This is an optimization exercise on Yosys and OpenROAD, whose aim is small area, a short achievable clock period and few clock cycles per item, not a production implementation. Power and IR drop assume default switching activity.

==> module srt_4_div, before the edit <==
module srt_4_div#(
parameter DW = 32)(
input 				clk,
input 				rst_n,
input				start,
input[DW-1:0]		dividend,
input[DW-1:0] 		divisor,
output[DW-1:0] 		quotient,
output[DW-1:0] 		reminder,
output				divfinish,
output				diverror
);
reg st_prep, st_iter, st_fin;
reg [DW-1:0] r_reg;      
reg [DW-1:0] d_reg;      
reg [DW-1:0] q_reg;      
reg [4:0]    cnt;        
reg [5:0]    lza_reg, lzd_reg;
reg          dz_reg;
wire [5:0]    lz_a, lz_d;
wire          early;
wire [4:0]    k;
wire [DW-1:0] d_shl;
pre_processing u1 (
	.dividend(dividend),
	.divisor(divisor),
	.lz_a(lz_a),
	.lz_d(lz_d),
	.early(early),
	.lza_reg(lza_reg),
	.lzd_reg(lzd_reg),
	.d(d_reg),
	.k(k),
	.d_shl(d_shl)
);
wire [DW:0] diff  = {1'b0, r_reg} - {1'b0, d_reg};
wire        q_bit = ~diff[DW];
wire last = (cnt == 5'd0);
wire idle = ~(st_prep | st_iter | st_fin);
always @(posedge clk, negedge rst_n)
begin
	if (!rst_n) begin
		st_prep <= 1'b0;
		st_iter <= 1'b0;
		st_fin  <= 1'b0;
	end else begin
		st_prep <= start & ~early;
		st_iter <= st_prep | (st_iter & ~last);
		st_fin  <= (start & early) | (st_iter & last);
	end
end
always @(posedge clk)
begin
	lza_reg <= lz_a;
	lzd_reg <= lz_d;
	if (idle) begin
		r_reg  <= dividend;
		d_reg  <= divisor;
		q_reg  <= {DW{1'b0}};
		dz_reg <= ~|divisor;
	end else if (st_prep) begin
		d_reg <= d_shl;
		cnt   <= k;
	end else if (st_iter) begin
		if (q_bit)
			r_reg <= diff[DW-1:0];
		d_reg <= {1'b0, d_reg[DW-1:1]};
		q_reg <= {q_reg[DW-2:0], q_bit};
		cnt   <= cnt - 5'd1;
	end
end
assign quotient  = q_reg;
assign reminder  = r_reg;
assign divfinish = st_fin;
assign diverror  = dz_reg;
endmodule
Settings: LEC_CHECK=0, CAP_MARGIN=20, CORE_MARGIN=2, CORE_UTILIZATION=60, SLEW_MARGIN=20; clock period 10.0 ns.
standard.sh (not shown) runs the stock make flow with config.mk's settings and CLKGATE_MAP_FILE= SYNTH_SCRIPT=/design/flow/synth_recipe.tcl, a recipe that flattens the netlist after the stock synthesis.
==> flow/flow/run.sh <==
#!/bin/bash
# Standard ORFS layout (the standard.sh) with extra make variables, one
# per line in flow/args.txt: e.g. a setup repair margin aimed past the clock
# period, and the cell used for the port buffers.
set -euo pipefail
HERE=$(dirname "$0")
mapfile -t EXTRA < <(grep -v '^\s*$' "$HERE/args.txt")
bash standard.sh "${EXTRA[@]}" finish > make_finish.log 2>&1
==> flow/flow/args.txt <==
SETUP_SLACK_MARGIN=6.5
BUFFER_PORTS_ARGS=-buffer_cell sky130_fd_sc_hd__buf_1
Rerun with:
--- a/flow/design.v
+++ b/flow/design.v
@@ -73,11 +73,10 @@
 	.d_shl(d_shl)
 );
 wire [DW:0] diff  = {1'b0, r_reg} - {1'b0, d_reg};
 wire        q_bit = ~diff[DW];
 wire last = (cnt == 5'd0);
-wire idle = ~(st_prep | st_iter | st_fin);
 always @(posedge clk, negedge rst_n)
 begin
 	if (!rst_n) begin
 		st_prep <= 1'b0;
 		st_iter <= 1'b0;
@@ -90,11 +89,11 @@
 end
 always @(posedge clk)
 begin
 	lza_reg <= lz_a;
 	lzd_reg <= lz_d;
-	if (idle) begin
+	if (start) begin
 		r_reg  <= dividend;
 		d_reg  <= divisor;
 		q_reg  <= {DW{1'b0}};
 		dz_reg <= ~|divisor;
 	end else if (st_prep) begin
What happened: The new run completed with no timing, DRC or antenna violations. Cell count went up slightly. Wire length goes up slightly. Maximum frequency is lower by a few percent. Sequential cell count is unchanged. Core utilization falls by 0.81 points. Setup slack is worse by 0.080 ns. Synthesized cell count goes up by a few percent. Clock skew stays flat. Clock power goes down by a few percent.
Function was not checked in any run of this note: the RTL went through the layout flow alone.

========
srt_4_div, a different RTL version from the one above (not shown whole).
For scale: roughly 860 cells after synthesis, about 120 flip-flops, about 130 I/O pins.
==> module pre_processing, before the edit <==
module pre_processing (
input  [31:0] dividend,
input  [31:0] divisor,
output [4:0]  lz_a,
output [4:0]  lz_d,
output        early,
input  [4:0]  lza_reg,
input  [4:0]  lzd_reg,
input  [31:0] d,
output [4:0]  k,
output [31:0] d_shl
);
function [4:0] clz32;
	input [31:0] v;
	reg [15:0] h;
	reg [7:0]  q;
	reg [3:0]  n;
	reg [1:0]  t;
	begin
		clz32[4] = ~|v[31:16];
		h = clz32[4] ? v[15:0] : v[31:16];
		clz32[3] = ~|h[15:8];
		q = clz32[3] ? h[7:0] : h[15:8];
		clz32[2] = ~|q[7:4];
		n = clz32[2] ? q[3:0] : q[7:4];
		clz32[1] = ~|n[3:2];
		t = clz32[1] ? n[1:0] : n[3:2];
		clz32[0] = ~t[1];
	end
endfunction
assign lz_a = clz32(dividend);
assign lz_d = clz32(divisor);
wire [7:0] d_nib;
wire [7:0] d_hi;      
wire [7:0] bad;
genvar g;
generate
	for (g = 0; g < 8; g = g + 1) begin : nib
		wire [3:0] a4 = dividend[4*g+3:4*g];
		wire [3:0] d4 = divisor[4*g+3:4*g];
		assign d_nib[g] = |d4;
		wire [3:0] above = {1'b0, d4[3], |d4[3:2], |d4[3:1]};
		assign bad[g] = |(a4 & ~above) & ~d_hi[g];
	end
endgenerate
assign d_hi[7] = 1'b0;
assign d_hi[6] = d_nib[7];
assign d_hi[5] = |d_nib[7:6];
assign d_hi[4] = |d_nib[7:5];
assign d_hi[3] = |d_nib[7:4];
assign d_hi[2] = |d_nib[7:3];
assign d_hi[1] = |d_nib[7:2];
assign d_hi[0] = |d_nib[7:1];
assign early = ~|bad;
assign k = lzd_reg - lza_reg;
wire [31:0] s0 = k[0] ? {d[30:0],  1'b0}  : d;
wire [31:0] s1 = k[1] ? {s0[29:0], 2'b0}  : s0;
wire [31:0] s2 = k[2] ? {s1[27:0], 4'b0}  : s1;
wire [31:0] s3 = k[3] ? {s2[23:0], 8'b0}  : s2;
assign d_shl   = k[4] ? {s3[15:0], 16'b0} : s3;
endmodule
==> flow/config.mk <==
export PLATFORM = sky130hd
export DESIGN_NAME = srt_4_div
export DESIGN_NICKNAME = srt_4_div
export VERILOG_FILES = /design/flow/design.v
export SDC_FILE = /design/flow/constraint.sdc
export NUM_CORES = 4
export LEC_CHECK = 0
export CAP_MARGIN = 20
export CORE_MARGIN = 2
export CORE_UTILIZATION = 60
export SLEW_MARGIN = 20
==> flow/constraint.sdc <==
create_clock -name core_clock -period 10.0 [get_ports {clk}]
set_input_delay 2.0000 -clock core_clock [delete_from_list [all_inputs] [get_ports {clk}]]
set_output_delay 2.0000 -clock core_clock [all_outputs]
set_load 0.01 [all_outputs]
Scripts as last shown in full above: flow/flow/run.sh, flow/flow/args.txt
Then changed:
--- a/flow/design.v
+++ b/flow/design.v
@@ -11,57 +11,30 @@
 input  [31:0] d,
 output [4:0]  k,
 output [31:0] d_shl
 );
 function [4:0] clz32;
-	input [31:0] v;
-	reg [15:0] h;
-	reg [7:0]  q;
-	reg [3:0]  n;
-	reg [1:0]  t;
+	input [31:0] x;
+	integer i;
 	begin
-		clz32[4] = ~|v[31:16];
-		h = clz32[4] ? v[15:0] : v[31:16];
-		clz32[3] = ~|h[15:8];
-		q = clz32[3] ? h[7:0] : h[15:8];
-		clz32[2] = ~|q[7:4];
-		n = clz32[2] ? q[3:0] : q[7:4];
-		clz32[1] = ~|n[3:2];
-		t = clz32[1] ? n[1:0] : n[3:2];
-		clz32[0] = ~t[1];
+		clz32 = 5'd31;
+		for (i = 1; i < 32; i = i + 1)
+			if (x[i]) clz32 = 5'd31 - i[4:0];
 	end
 endfunction
 assign lz_a = clz32(dividend);
 assign lz_d = clz32(divisor);
-wire [7:0] d_nib;
-wire [7:0] d_hi;      
-wire [7:0] bad;
-genvar g;
-generate
-	for (g = 0; g < 8; g = g + 1) begin : nib
-		wire [3:0] a4 = dividend[4*g+3:4*g];
-		wire [3:0] d4 = divisor[4*g+3:4*g];
-		assign d_nib[g] = |d4;
-		wire [3:0] above = {1'b0, d4[3], |d4[3:2], |d4[3:1]};
-		assign bad[g] = |(a4 & ~above) & ~d_hi[g];
-	end
-endgenerate
-assign d_hi[7] = 1'b0;
-assign d_hi[6] = d_nib[7];
-assign d_hi[5] = |d_nib[7:6];
-assign d_hi[4] = |d_nib[7:5];
-assign d_hi[3] = |d_nib[7:4];
-assign d_hi[2] = |d_nib[7:3];
-assign d_hi[1] = |d_nib[7:2];
-assign d_hi[0] = |d_nib[7:1];
-assign early = ~|bad;
-assign k = lzd_reg - lza_reg;
-wire [31:0] s0 = k[0] ? {d[30:0],  1'b0}  : d;
-wire [31:0] s1 = k[1] ? {s0[29:0], 2'b0}  : s0;
-wire [31:0] s2 = k[2] ? {s1[27:0], 4'b0}  : s1;
-wire [31:0] s3 = k[3] ? {s2[23:0], 8'b0}  : s2;
-assign d_shl   = k[4] ? {s3[15:0], 16'b0} : s3;
+reg [31:0] d_smear;
+integer j;
+always @(*) begin
+	d_smear[31] = divisor[31];
+	for (j = 30; j >= 0; j = j - 1)
+		d_smear[j] = d_smear[j+1] | divisor[j];
+end
+assign early = ~|(dividend & ~{1'b0, d_smear[31:1]});
+assign k     = lzd_reg - lza_reg;
+assign d_shl = d << k;
 endmodule
 module on_the_fly_conversion;
 endmodule
 module srt_4_div#(
 parameter DW = 32)(
Global-route usage drops by 5.0 points.
First-iteration DRC count climbs by about 2.1%.
Sequential power barely changes.
Total power drops by about 3.4%.
Synthesized cell count climbs by about 7%.
Routed wire length drops by about 9%.
No functional check of the RTL was part of any run of this note.

separate check: timing with driven ports:
No port has a modelled driver above. Below, the same layouts with a new extraction and two added sets of constraints.
Step 1 assumes that a clkbuf_16 drives the clock port and a buf_2 every other input.
Step 2 moves the port delays by t, midway between the first and last clock arrival at a register: inputs arrive t later, outputs are due t later. That takes back most of the time a late clock gives input paths.
Slacks: ideal / step 1 / step 2; pairs: ideal / step 1.
run	t (ns)	setup WS [ns]	worst slew at a driven data input, ns	cell pins on the clock port's net
the first run of note 1	0.467	6.629 / 6.638 / 6.190	0.06	1
the second run of note 1	0.467	6.549 / 6.571 / 6.104	0.08	1
the first run of note 2	0.468	6.232 / 6.232 / 5.764	0.06	1
the second run of note 2	0.467	6.392 / 6.413 / 5.946	0.04	1
After both steps setup and hold are still met in every run listed. For the first run of note 2, which loses most, drivers alone change the setup slack by 0.000 ns; drivers and shift together by -0.468 ns.
